From an optimization exercise on the open Yosys and OpenROAD flow, aimed at small area; shortcuts taken in it are not production practice.
Only simulation tests tie the RTL to the original design; equivalence was not proved.
No activity file was given, so power comes from the tool's default toggle rates.

==> flow/design.v, too long to show whole: its modules and the start of the top module <==
// module mult_add: 647 lines
// module rmux: 3 lines
// module bpp: 3 lines
// module fa: 4 lines
// module fa1: 4 lines
// module or2: 3 lines
// module ha: 4 lines
// module xn: 3 lines
// module MAC: 41 lines
module MAC(
input clk,
input rst,
input [16 - 1 : 0] mac_en, 
input [16 * 16 - 1 : 0] img,
input [16 / 8 * 16 - 1 : 0] ker,
input [16 * 28 - 1 : 0] partial_output, 
output [16 * 33 - 1 : 0] result, 
output reg result_vld,
output partial_output_prepare
    );
  // ...
==> flow/run.sh <==
#!/bin/bash
# synth_recipe.tcl (not shown) runs the flow's synth.tcl, then flattens the netlist and writes it again
# the make line also repeats each setting of config.mk as NAME=value (left out here)
make -C /OpenROAD-flow-scripts/flow DESIGN_CONFIG=/design/flow/config.mk WORK_HOME=/design/flow/orfs CLKGATE_MAP_FILE= SYNTH_SCRIPT=/design/flow/synth_recipe.tcl finish
==> flow/config.mk <==
export PLATFORM = sky130hd
export DESIGN_NAME = MAC
export DESIGN_NICKNAME = MAC
export VERILOG_FILES = /design/flow/design.v
export SDC_FILE = /design/flow/constraint.sdc
export NUM_CORES = 4
export LEC_CHECK = 0
export ABC_CLOCK_PERIOD_IN_PS = 8500
export CAP_MARGIN = 20
export CORE_MARGIN = 2
export CORE_UTILIZATION = 40
export PLACE_DENSITY = 0.6
export SLEW_MARGIN = 20
export SYNTH_HIERARCHICAL = 1
export SYNTH_MINIMUM_KEEP_SIZE = 0
==> flow/constraint.sdc <==
create_clock -name core_clock -period 8.5 [get_ports {clk}]
set_input_delay 1.7000 -clock core_clock [delete_from_list [all_inputs] [get_ports {clk}]]
set_output_delay 1.7000 -clock core_clock [all_outputs]
set_load 0.01 [all_outputs]
==> run summary, run 1 <==
Worst skew pair latency - 0.85 ns
Rows - 206
Logic gate share of total power - 71.6%
Number of diodes - 58
Final Util - 48.2%
# H-tree levels - 4
Critical path data arrival time - 7.46 ns
Inverters - 624
Reg-to-reg endpoint - mult_add[3].u_mult_add.P[29]
Hold Vio Cnt, Final - 0
Non-clock buffering overhead - 9.29%
Commonest non-fill, non-tap cell in the layout - xnor2_1
Finish-stage setup viols - 0
Total congestion overflow - 0
Reg2Reg Depth - 19
Status - no timing/DRC/antenna violations
Critical Path Start - mult_add[3].u_mult_add.b_r[1]
Number of port buffers - 1283
Post-CTS Resized - 0
Met3 WL post-DR - 41500 um
Top pwr grp - combinational logic
Post-Synthesis Cells - 11508
Compound-cell area share of the yosys netlist - 21.3%
Ys async rst share - 0%
Yosys Warn Count - 9
==> run 2, diff against run 1 <==
--- a/flow/design.v
+++ b/flow/design.v
@@ -329,26 +329,26 @@
 wire s15, c16; fa u_s15 (.a(pp1_2), .b(pp2_0), .ci(c10), .s(s15), .co(c16));
 wire s17, c18; fa u_s17 (.a(s13), .b(s15), .ci(c12), .s(s17), .co(c18));
 wire s19, c20; fa u_s19 (.a(C[5]), .b(pp0_5), .ci(pp1_3), .s(s19), .co(c20));
 wire s21, c22; fa u_s21 (.a(pp2_1), .b(c14), .ci(s19), .s(s21), .co(c22));
 wire s23, c24; fa u_s23 (.a(c16), .b(s21), .ci(c18), .s(s23), .co(c24));
 wire s25, c26; fa u_s25 (.a(C[6]), .b(ng3), .ci(pp0_6), .s(s25), .co(c26));
 wire s27, c28; fa u_s27 (.a(pp1_4), .b(pp2_2), .ci(pp3_0), .s(s27), .co(c28));
 wire s29, c30; fa u_s29 (.a(c20), .b(s25), .ci(s27), .s(s29), .co(c30));
-wire s31, c32; ha u_s31 (.a(c22), .b(s29), .s(s31), .co(c32));
+wire s31, c32; fa u_s31 (.a(c22), .b(s29), .ci(c24), .s(s31), .co(c32));
 wire s33, c34; fa u_s33 (.a(C[7]), .b(pp0_7), .ci(pp1_5), .s(s33), .co(c34));
 wire s35, c36; fa u_s35 (.a(pp2_3), .b(pp3_1), .ci(c26), .s(s35), .co(c36));
 wire s37, c38; fa u_s37 (.a(c28), .b(s33), .ci(c30), .s(s37), .co(c38));
-wire s39, c40; ha u_s39 (.a(s35), .b(c32), .s(s39), .co(c40));
+wire s39, c40; fa u_s39 (.a(s35), .b(s37), .ci(c32), .s(s39), .co(c40));
 wire s41, c42; fa u_s41 (.a(C[8]), .b(ng4), .ci(pp0_8), .s(s41), .co(c42));
 wire s43, c44; fa u_s43 (.a(pp1_6), .b(pp2_4), .ci(pp3_2), .s(s43), .co(c44));
 wire s45, c46; fa u_s45 (.a(pp4_0), .b(c34), .ci(s41), .s(s45), .co(c46));
 wire s47, c48; fa u_s47 (.a(s43), .b(c36), .ci(s45), .s(s47), .co(c48));
-wire s49, c50; ha u_s49 (.a(c38), .b(c40), .s(s49), .co(c50));
+wire s49, c50; ha u_s49 (.a(c38), .b(s47), .s(s49), .co(c50));
 wire s51, c52; fa u_s51 (.a(C[9]), .b(pp0_9), .ci(pp1_7), .s(s51), .co(c52));
 wire s53, c54; fa u_s53 (.a(pp2_5), .b(pp3_3), .ci(pp4_1), .s(s53), .co(c54));
 wire s55, c56; fa u_s55 (.a(c42), .b(c44), .ci(s51), .s(s55), .co(c56));
 wire s57, c58; fa u_s57 (.a(s53), .b(c46), .ci(s55), .s(s57), .co(c58));
 wire s59, c60; ha u_s59 (.a(c48), .b(s57), .s(s59), .co(c60));
 wire s61, c62; fa u_s61 (.a(C[10]), .b(ng5), .ci(pp0_10), .s(s61), .co(c62));
 wire s63, c64; fa u_s63 (.a(pp1_8), .b(pp2_6), .ci(pp3_4), .s(s63), .co(c64));
 wire s65, c66; fa u_s65 (.a(pp4_2), .b(pp5_0), .ci(c52), .s(s65), .co(c66));
@@ -454,22 +454,18 @@
 wire s265, c266; fa u_s265 (.a(C[26]), .b(pp5_16), .ci(pp6_14), .s(s265), .co(c266));
 wire s267, c268; fa u_s267 (.a(pp7_12), .b(c258), .ci(s265), .s(s267), .co(c268));
 wire s269, c270; fa u_s269 (.a(c260), .b(s267), .ci(c262), .s(s269), .co(c270));
 wire s271, c272; fa u_s271 (.a(c27n), .b(pp6_15), .ci(pp7_13), .s(s271), .co(c272));
 wire s273, c274; fa u_s273 (.a(c266), .b(s271), .ci(c268), .s(s273), .co(c274));
 wire s275, c276; fa u_s275 (.a(pp6_16), .b(pp7_14), .ci(c272), .s(s275), .co(c276));
 wire s277 = ~pp7_15;
 wire c278 = pp7_15;
-wire g6 = s31 & c24;
-wire p6 = s31 ^ c24;
-wire g7 = s37 & s39;
-wire p7 = s37 ^ s39;
-wire g8 = s47 & s49;
-wire p8 = s47 ^ s49;
+wire g8 = s49 & c40;
+wire p8 = s49 ^ c40;
 wire g9 = c50 & s59;
 wire p9 = c50 ^ s59;
 wire g10 = c60 & s71;
 wire p10 = c60 ^ s71;
 wire g11 = s81 & s83;
 wire p11 = s81 ^ s83;
 wire g12 = c84 & s97;
 wire p12 = c84 ^ s97;
@@ -508,133 +504,125 @@
 wire g29 = s277 & c276;
 wire p29 = s277 ^ c276;
 wire g30 = c278 & pp7_16;
 wire p30 = c278 ^ pp7_16;
 wire g31 = 1'b0 & 1'b1;
 wire p31 = 1'b0 ^ 1'b1;
 wire g32 = 1'b0 & 1'b1;
 wire p32 = 1'b0 ^ 1'b1;
-wire G279 = g7 | (p7 & g6);
-wire P280 = p7 & p6;
-wire G281 = g9 | (p9 & g8);
-wire P282 = p9 & p8;
-wire G283 = g11 | (p11 & g10);
-wire P284 = p11 & p10;
-wire G285 = g13 | (p13 & g12);
-wire P286 = p13 & p12;
-wire G287 = g15 | (p15 & g14);
-wire P288 = p15 & p14;
-wire G289 = g17 | (p17 & g16);
-wire P290 = p17 & p16;
-wire G291 = g19 | (p19 & g18);
-wire P292 = p19 & p18;
-wire G293 = g21 | (p21 & g20);
-wire P294 = p21 & p20;
-wire G295 = g23 | (p23 & g22);
-wire P296 = p23 & p22;
-wire G297 = g25 | (p25 & g24);
-wire P298 = p25 & p24;
-wire G299 = g27 | (p27 & g26);
-wire P300 = p27 & p26;
-wire G301 = g29 | (p29 & g28);
-wire P302 = p29 & p28;
-wire G303 = g31 | (p31 & g30);
-wire P304 = p31 & p30;
-wire G305 = G281 | (P282 & G279);
-wire P306 = P282 & P280;
-wire G307 = G285 | (P286 & G283);
-wire P308 = P286 & P284;
-wire G309 = G289 | (P290 & G287);
-wire P310 = P290 & P288;
-wire G311 = G293 | (P294 & G291);
-wire P312 = P294 & P292;
-wire G313 = G297 | (P298 & G295);
-wire P314 = P298 & P296;
-wire G315 = G301 | (P302 & G299);
-wire P316 = P302 & P300;
-wire G317 = G307 | (P308 & G305);
-wire P318 = P308 & P306;
-wire G319 = G311 | (P312 & G309);
-wire P320 = P312 & P310;
-wire G321 = G315 | (P316 & G313);
-wire P322 = P316 & P314;
-wire G323 = G319 | (P320 & G317);
-wire P324 = P320 & P318;
-wire G325 = G321 | (P322 & G323);
-wire P326 = P322 & P324;
-wire G327 = G309 | (P310 & G317);
-wire P328 = P310 & P318;
-wire G329 = G313 | (P314 & G323);
-wire P330 = P314 & P324;
-wire G331 = G283 | (P284 & G305);
-wire P332 = P284 & P306;
-wire G333 = G287 | (P288 & G317);
-wire P334 = P288 & P318;
-wire G335 = G291 | (P292 & G327);
-wire P336 = P292 & P328;
-wire G337 = G295 | (P296 & G323);
-wire P338 = P296 & P324;
-wire G339 = G299 | (P300 & G329);
-wire P340 = P300 & P330;
-wire G341 = G303 | (P304 & G325);
-wire P342 = P304 & P326;
-wire G343 = g8 | (p8 & G279);
-wire P344 = p8 & P280;
-wire G345 = g10 | (p10 & G305);
-wire P346 = p10 & P306;
-wire G347 = g12 | (p12 & G331);
-wire P348 = p12 & P332;
-wire G349 = g14 | (p14 & G317);
-wire P350 = p14 & P318;
-wire G351 = g16 | (p16 & G333);
-wire P352 = p16 & P334;
-wire G353 = g18 | (p18 & G327);
-wire P354 = p18 & P328;
-wire G355 = g20 | (p20 & G335);
-wire P356 = p20 & P336;
-wire G357 = g22 | (p22 & G323);
-wire P358 = p22 & P324;
-wire G359 = g24 | (p24 & G337);
-wire P360 = p24 & P338;
-wire G361 = g26 | (p26 & G329);
-wire P362 = p26 & P330;
-wire G363 = g28 | (p28 & G339);
-wire P364 = p28 & P340;
-wire G365 = g30 | (p30 & G325);
-wire P366 = p30 & P326;
-wire G367 = g32 | (p32 & G341);
-wire P368 = p32 & P342;
-wire o369 = p7 ^ g6;
-wire o370 = p8 ^ G279;
-wire o371 = p9 ^ G343;
-wire o372 = p10 ^ G305;
-wire o373 = p11 ^ G345;
-wire o374 = p12 ^ G331;
-wire o375 = p13 ^ G347;
-wire o376 = p14 ^ G317;
-wire o377 = p15 ^ G349;
-wire o378 = p16 ^ G333;
-wire o379 = p17 ^ G351;
-wire o380 = p18 ^ G327;
-wire o381 = p19 ^ G353;
-wire o382 = p20 ^ G335;
-wire o383 = p21 ^ G355;
-wire o384 = p22 ^ G323;
-wire o385 = p23 ^ G357;
-wire o386 = p24 ^ G337;
-wire o387 = p25 ^ G359;
-wire o388 = p26 ^ G329;
-wire o389 = p27 ^ G361;
-wire o390 = p28 ^ G339;
-wire o391 = p29 ^ G363;
-wire o392 = p30 ^ G325;
-wire o393 = p31 ^ G365;
-wire o394 = p32 ^ G341;
-wire [32:0] sum = {o394, o393, o392, o391, o390, o389, o388, o387, o386, o385, o384, o383, o382, o381, o380, o379, o378, o377, o376, o375, o374, o373, o372, o371, o370, o369, p6, s23, s17, s11, s7, s3, s1};
+wire G279 = g9 | (p9 & g8);
+wire P280 = p9 & p8;
+wire G281 = g11 | (p11 & g10);
+wire P282 = p11 & p10;
+wire G283 = g13 | (p13 & g12);
+wire P284 = p13 & p12;
+wire G285 = g15 | (p15 & g14);
+wire P286 = p15 & p14;
+wire G287 = g17 | (p17 & g16);
+wire P288 = p17 & p16;
+wire G289 = g19 | (p19 & g18);
+wire P290 = p19 & p18;
+wire G291 = g21 | (p21 & g20);
+wire P292 = p21 & p20;
+wire G293 = g23 | (p23 & g22);
+wire P294 = p23 & p22;
+wire G295 = g25 | (p25 & g24);
+wire P296 = p25 & p24;
+wire G297 = g27 | (p27 & g26);
+wire P298 = p27 & p26;
+wire G299 = g29 | (p29 & g28);
+wire P300 = p29 & p28;
+wire G301 = g31 | (p31 & g30);
+wire P302 = p31 & p30;
+wire G303 = G281 | (P282 & G279);
+wire P304 = P282 & P280;
+wire G305 = G285 | (P286 & G283);
+wire P306 = P286 & P284;
+wire G307 = G289 | (P290 & G287);
+wire P308 = P290 & P288;
+wire G309 = G293 | (P294 & G291);
+wire P310 = P294 & P292;
+wire G311 = G297 | (P298 & G295);
+wire P312 = P298 & P296;
+wire G313 = G301 | (P302 & G299);
+wire P314 = P302 & P300;
+wire G315 = G305 | (P306 & G303);
+wire P316 = P306 & P304;
+wire G317 = G309 | (P310 & G307);
+wire P318 = P310 & P308;
+wire G319 = G313 | (P314 & G311);
+wire P320 = P314 & P312;
+wire G321 = G317 | (P318 & G315);
+wire P322 = P318 & P316;
+wire G323 = G319 | (P320 & G321);
+wire P324 = P320 & P322;
+wire G325 = G307 | (P308 & G315);
+wire P326 = P308 & P316;
+wire G327 = G311 | (P312 & G321);
+wire P328 = P312 & P322;
+wire G329 = G283 | (P284 & G303);
+wire P330 = P284 & P304;
+wire G331 = G287 | (P288 & G315);
+wire P332 = P288 & P316;
+wire G333 = G291 | (P292 & G325);
+wire P334 = P292 & P326;
+wire G335 = G295 | (P296 & G321);
+wire P336 = P296 & P322;
+wire G337 = G299 | (P300 & G327);
+wire P338 = P300 & P328;
+wire G339 = g10 | (p10 & G279);
+wire P340 = p10 & P280;
+wire G341 = g12 | (p12 & G303);
+wire P342 = p12 & P304;
+wire G343 = g14 | (p14 & G329);
+wire P344 = p14 & P330;
+wire G345 = g16 | (p16 & G315);
+wire P346 = p16 & P316;
+wire G347 = g18 | (p18 & G331);
+wire P348 = p18 & P332;
+wire G349 = g20 | (p20 & G325);
+wire P350 = p20 & P326;
+wire G351 = g22 | (p22 & G333);
+wire P352 = p22 & P334;
+wire G353 = g24 | (p24 & G321);
+wire P354 = p24 & P322;
+wire G355 = g26 | (p26 & G335);
+wire P356 = p26 & P336;
+wire G357 = g28 | (p28 & G327);
+wire P358 = p28 & P328;
+wire G359 = g30 | (p30 & G337);
+wire P360 = p30 & P338;
+wire G361 = g32 | (p32 & G323);
+wire P362 = p32 & P324;
+wire o363 = p9 ^ g8;
+wire o364 = p10 ^ G279;
+wire o365 = p11 ^ G339;
+wire o366 = p12 ^ G303;
+wire o367 = p13 ^ G341;
+wire o368 = p14 ^ G329;
+wire o369 = p15 ^ G343;
+wire o370 = p16 ^ G315;
+wire o371 = p17 ^ G345;
+wire o372 = p18 ^ G331;
+wire o373 = p19 ^ G347;
+wire o374 = p20 ^ G325;
+wire o375 = p21 ^ G349;
+wire o376 = p22 ^ G333;
+wire o377 = p23 ^ G351;
+wire o378 = p24 ^ G321;
+wire o379 = p25 ^ G353;
+wire o380 = p26 ^ G335;
+wire o381 = p27 ^ G355;
+wire o382 = p28 ^ G327;
+wire o383 = p29 ^ G357;
+wire o384 = p30 ^ G337;
+wire o385 = p31 ^ G359;
+wire o386 = p32 ^ G323;
+wire [32:0] sum = {o386, o385, o384, o383, o382, o381, o380, o379, o378, o377, o376, o375, o374, o373, o372, o371, o370, o369, o368, o367, o366, o365, o364, o363, p8, s39, s31, s23, s17, s11, s7, s3, s1};
 genvar i;
 generate for (i = 0; i < 16; i = i + 1) begin : ab_in
     rmux u_a (.e1(e1), .d(A[i]), .e0(e0), .q(a_r[i]), .y(a_d[i]));
     rmux u_b (.e1(e1), .d(B[i]), .e0(e0), .q(b_r[i]), .y(b_d[i]));
 end
 for (i = 0; i < 33; i = i + 1) begin : p_in
     rmux u_p (.e1(e1), .d(sum[i]), .e0(e0), .q(P[i]), .y(p_d[i]));
 end
==> flow/flow/run.sh (new file) <==
#!/bin/bash
# The standard layout (the standard.sh: standard synthesis, floorplan,
# placement, CTS, routing), with the ports buffered by the smallest buffer
# instead of the one buffer_ports picks on its own.
set -euo pipefail
export BUFFER_PORTS_ARGS="-buffer_cell sky130_fd_sc_hd__buf_1"
bash standard.sh synth > synth.log 2>&1
bash standard.sh finish > finish.log 2>&1
==> flow/standard.sh (new file) <==
#!/bin/bash
# synth_recipe.tcl (not shown) runs the flow's synth.tcl, then flattens the netlist and writes it again
# the make line also repeats each setting of config.mk as NAME=value (left out here)
make -C /OpenROAD-flow-scripts/flow DESIGN_CONFIG=/design/flow/config.mk WORK_HOME=/design/flow/orfs CLKGATE_MAP_FILE= SYNTH_SCRIPT=/design/flow/synth_recipe.tcl "${@:-finish}"
--- a/flow/config.mk
+++ b/flow/config.mk
@@ -4,12 +4,13 @@
 export VERILOG_FILES = /design/flow/design.v
 export SDC_FILE = /design/flow/constraint.sdc
 export NUM_CORES = 4
 export LEC_CHECK = 0
 export ABC_CLOCK_PERIOD_IN_PS = 8500
 export CAP_MARGIN = 20
 export CORE_MARGIN = 2
 export CORE_UTILIZATION = 40
+export CTS_BUF_LIST = sky130_fd_sc_hd__clkbuf_8
 export PLACE_DENSITY = 0.6
 export SLEW_MARGIN = 20
 export SYNTH_HIERARCHICAL = 1
 export SYNTH_MINIMUM_KEEP_SIZE = 0
removed: flow/run.sh
==> run summary, run 2 <==
Clock root cell - clkbuf_8 (was clkbuf_16)
Yosys reg bits - 1073 (unchanged)
Total track usage - 27.6% (was 28.5%)
Fin cells - 17346 (was 17448)
Crit-path cells - ha_1 > nor2_2 > fa_1 > fa_1 > fa_1 > fa_1 > fa_1 > fa_1 > fa_1 > ha_1 > fa_1 > a211oi_1 > o21ai_2 > o2111ai_1 > o21a_2 > o21ai_2 > a31oi_1 > fa_1 > inv_1 > a22o_1 (was buf_4 > ha_1 > nor2_2 > xnor2_1 > o22ai_1 > fa_1 > fa_1 > fa_1 > fa_1 > ha_1 > ha_1 > a21oi_1 > o21ai_0 > nand4_1 > o2111ai_2 > a31o_1 > fa_1 > xor2_1 > a22o_1)
Synthesis-to-layout area growth - 14.0% (was 19.8%)
Worst hold-check path type - register to register (unchanged)
Number of port buffers - 1283 (unchanged)
Crit-path max cell delay - 0.79 ns (was 0.63 ns)
CP most frequent cell - fa_1 (unchanged)
Antenna viol nets, final - 0 (unchanged)
Largest net degree at the start of global routing - 66 (unchanged)
RSZ-0062 raised after global routing - no (unchanged)
CP Buf/Inv Count - 1 (unchanged)
Hold Buf Count CTS - 0 (unchanged)
Synth Net Count - 14758 (was 15062)
CP Class - register to register (unchanged)
Nets - 16475 (was 16670)
Post-Synthesis Cells - 11236 (was 11508)
Status - no timing/DRC/antenna violations (unchanged)
Dpl cells - 16867 (was 17120)
Mean Syn Cell Area - 11.1 um2 (was 11.0 um2)
Layout cells sized above 1 - 6.55% (was 5.71%)
CTS tree - built (unchanged)
Rows - 205 (was 206)
Crit Path Max Fanout - 17 (was 14)
MaxCap Viol Count - 0 (unchanged)
First DRT Iteration DRCs - 9011 (was 8734)
Postcts setup bufs - 0 (unchanged)
Fmax achieved - 134 MHz (was 148 MHz)
# IOs - 1284 (unchanged)
Via Count - 102291 (was 103085)
Commonest non-fill, non-tap cell in the layout - xnor2_1 (unchanged)
Hold Vio Cnt, Final - 0 (unchanged)
Yosys Warn Count - 9 (unchanged)
Crit end category - register (unchanged)
Count of cell types in the netlist - 37 (was 40)
Synth top area cells - fa_1, dfxtp_1, xnor2_1, o22ai_1, a22o_1 (unchanged)
Sequential share of the synthesized area - 17.2% (was 17.0%)
Initial Utilization - 40.2% (about the same)
Vias in the first global route - 102982 (was 104643)
Num Clock Sinks - 1073 (unchanged)
CP delay by family, top - adder cells (unchanged)
Top-count cell post-synth - xnor2_1 (unchanged)
Slew margin rel. - 22.6% (was 22.8%)
Max-slew violation count - 0 (unchanged)
Critical path data arrival time - 8.48 ns (was 7.46 ns)
Die width - 563 um (was 567 um)
# H-tree levels - 4 (unchanged)
Reg with most FFs - mult_add.u_mult_add.P (unchanged)
Via/cell ratio - 5.90 (was 5.91)
Iteration count of the initial detailed-routing pass - 6 (unchanged)
Top cells by count, synth - xnor2_1, fa_1, o22ai_1 (unchanged)
Die height - 563 um (was 567 um)
Static leakage - 53.6 nW (was 57.1 nW)
Largest register FFs - 528 (unchanged)
Biggest registers after layout - mult_add.u_mult_add.P: 528 flops, mult_add.u_mult_add.a_r: 256 flops, mult_add.u_mult_add.b_r: 256 flops (unchanged)
Worst skew pair latency - 1.09 ns (was 0.85 ns)
Ys async rst share - 0% (unchanged)
Synth area leader - fa_1 (unchanged)
Critical Path RT - 9.50 ns (was 9.22 ns)
Antenna violations before repair - 136 (was 125)
DIE AREA - 0.317 mm2 (was 0.321 mm2)
Final setup TNS - 0 ns (unchanged)
Tmin final - 7.48 ns (was 6.75 ns)
Yosys top cell area share - 33.6% (was 32.9%)
Max VDD drop - 0.000236 V (was 0.000205 V)
Maximum buffer depth of the clock tree - 4 (unchanged)
Mapped cell area - 0.125 mm2 (was 0.127 mm2)
Total wire length - 446000 um (was 465000 um)
Type of origin of the critical path - register (unchanged)
Crit share post-route - 87.9% (was 79.4%)
Core Region - 0.311 mm2 (was 0.315 mm2)
Global-route wire length before repair - 668000 um (was 694000 um)
Pwr per Cell Area - 316 mW/mm2 (was 319 mW/mm2)
Skew final - 0.103 ns (was 0.0424 ns)
Finish-stage setup viols - 0 (unchanged)
Most frequent cells in the layout - xnor2_1, fa_1, o22ai_1, buf_1, dfxtp_1 (was xnor2_1, fa_1, o22ai_1, clkdlybuf4s50_1, dfxtp_1)
Number of synthesized flops with an enable pin - 0 (unchanged)
Placed wire-length estimate - 363000 um (was 380000 um)
Total congestion overflow - 0 (unchanged)
Wire per inst - 25.7 um (was 26.6 um)
Worst Tran Pin Value - 1.16 ns (about the same)
Clk pin slew, worst setup/hold paths - 0.08 ns (was 0.06 ns)
Number of CTS-inserted buffers - 214 (was 145)
Post-CTS Resized - 0 (unchanged)
DR DRC count - 0 (unchanged)
Slowest CP cell - nor2_2 (unchanged)
Main synth FF type - dfxtp_1 (unchanged)
RePlAce Congestion - 0.976 (was 0.965)
## run 2: cell types whose count changed after synthesis, moves of 48 or more
cell / previous run / this run
a21oi_1: 240 / 160
nand2_1: 144 / 96
inv_1: 592 / 656
nor3_1: 112 / 64
ha_1: 720 / 672
nor2_1: 208 / 144
## run 2: worst paths after layout
path                                       from                            to  slack (ns)  depth (start not counted)
setup / recovery  mult_add[9].u_mult_add.b_r[1]  mult_add[9].u_mult_add.P[30]        1.02                         20
hold / removal                   mac_en_d[9][0]                mac_en_d[9][1]        0.43                          1
setup reg to reg  mult_add[9].u_mult_add.b_r[1]  mult_add[9].u_mult_add.P[30]        1.02                         20
hold reg to reg                  mac_en_d[9][0]                mac_en_d[9][1]        0.43                          1
## run 2: metrics by stage
stage	total power [mW]	area (um2)	utilization (%)	setup WS (ns)	hold WS (ns)
final	45.1	143000	45.8	1.02	0.435
after CTS	45.4	142000	45.6	1.03	0.438
after global placement	38.4	137000	44.0	0.651	0.416
after floorplan	30.6	125000	-	1.37	0.389
after global routing	49.9	143000	45.8	0.722	0.456
after detailed placement	38.8	137000	44.0	0.554	0.424
## run 2: cells by family (layout without fill, tap and decap cells)
logic type / count (synthesis) / after routing / share of synthesized area, %
AOI/OAI and AO/OA: 3744 / 3744 / 21.5
adders and majority gates: 2768 / 2768 / 40.3
xor gates and xnor gates: 2304 / 2304 / 16.1
DFF: 1073 / 1073 / 17.2
and+or+nand+nor: 688 / 688 / 2.93
buffers and inverters: 659 / 2552 / 1.99
other: 0 / 77 / 0
## run 2: cell type report
class	instances	area (um2)
fillers	29854	169000
multi-input cells	9504	102000
flip-flops and latches	1073	21500
repair buffers	1504	6530
well taps	4140	5180
clock buffers	262	3610
inverters	656	2460
clock inverters	130	1290
diodes	77	193
## run 2: power breakdown
group	leakage (nW)	total, mW	internal, mW	switching, mW
Sequential	8.87	7.21	6.11	1.11
Clock	2.68	6.27	3.53	2.74
Combinational	42.0	31.6	14.3	17.4
## run 2: layer usage
metal | GRT usage (%) | vias up | share of wire (%) | routed length [um]
li1 | - | 45378 | - | -
met1 | 36.9 | 51579 | 42 | 186000
met2 | 41.4 | 4333 | 43 | 193000
met3 | 7.47 | 925 | 9.5 | 42400
met4 | 13.3 | 76 | 5.4 | 23900
met5 | 0 | - | 0.10 | 444
## run 2: modules after synthesis, one instance, submodules excluded, excerpt
module    cells  flip-flops and latches  cell area [um2]  copies in the design
MAC          84                      33              983                     1
bpp           1                       0             6.26                  1920
fa            1                       0             20.0                  1904
ha            1                       0             12.5                   208
mult_add    240                      65             2680                    16
or2           1                       0             6.26                    96
rmux          1                       0             8.76                  1040
xn            1                       0             8.76                  2144
## run 2: worst reg2reg max path: cells and delay by family (launching register included)
family / cells / cell delay, ns
buffers and inverters: 1 / 0.06
and+or+nand+nor: 1 / 0.79
AOI/OAI and AO/OA: 7 / 1.49
DFF: 1 / 0.55
adders and majority gates: 11 / 4.51

==> re-timing with driven ports <==
The flow's constraints put no driver on any port. The routed layouts listed below were extracted and timed again, unchanged, in two steps.
Step 1 assumes that a clkbuf_16 drives the clock port and a buf_2 every other input.
Step 2 moves the port delays by t, midway between the first and last clock arrival at a register: inputs arrive t later, outputs are due t later. That takes back most of the time a late clock gives input paths.
Three values: ideal, step 1, step 2; two values: the first two.
run | shift t [ns] | setup WS [ns] | worst setup path after step 2 | slew at the worst register clock pin (ns)
run 1 | 0.934 | 1.751 / 1.751 / 0.924 | input to register | 0.07 / 0.07
run 2 | 1.150 | 1.025 / 1.025 / 0.564 | input to register | 0.08 / 0.08
After both steps every run listed still meets setup and hold. The setup slack of run 1, which loses most, moves by 0.000 ns with the drivers and by -0.827 ns with both steps.
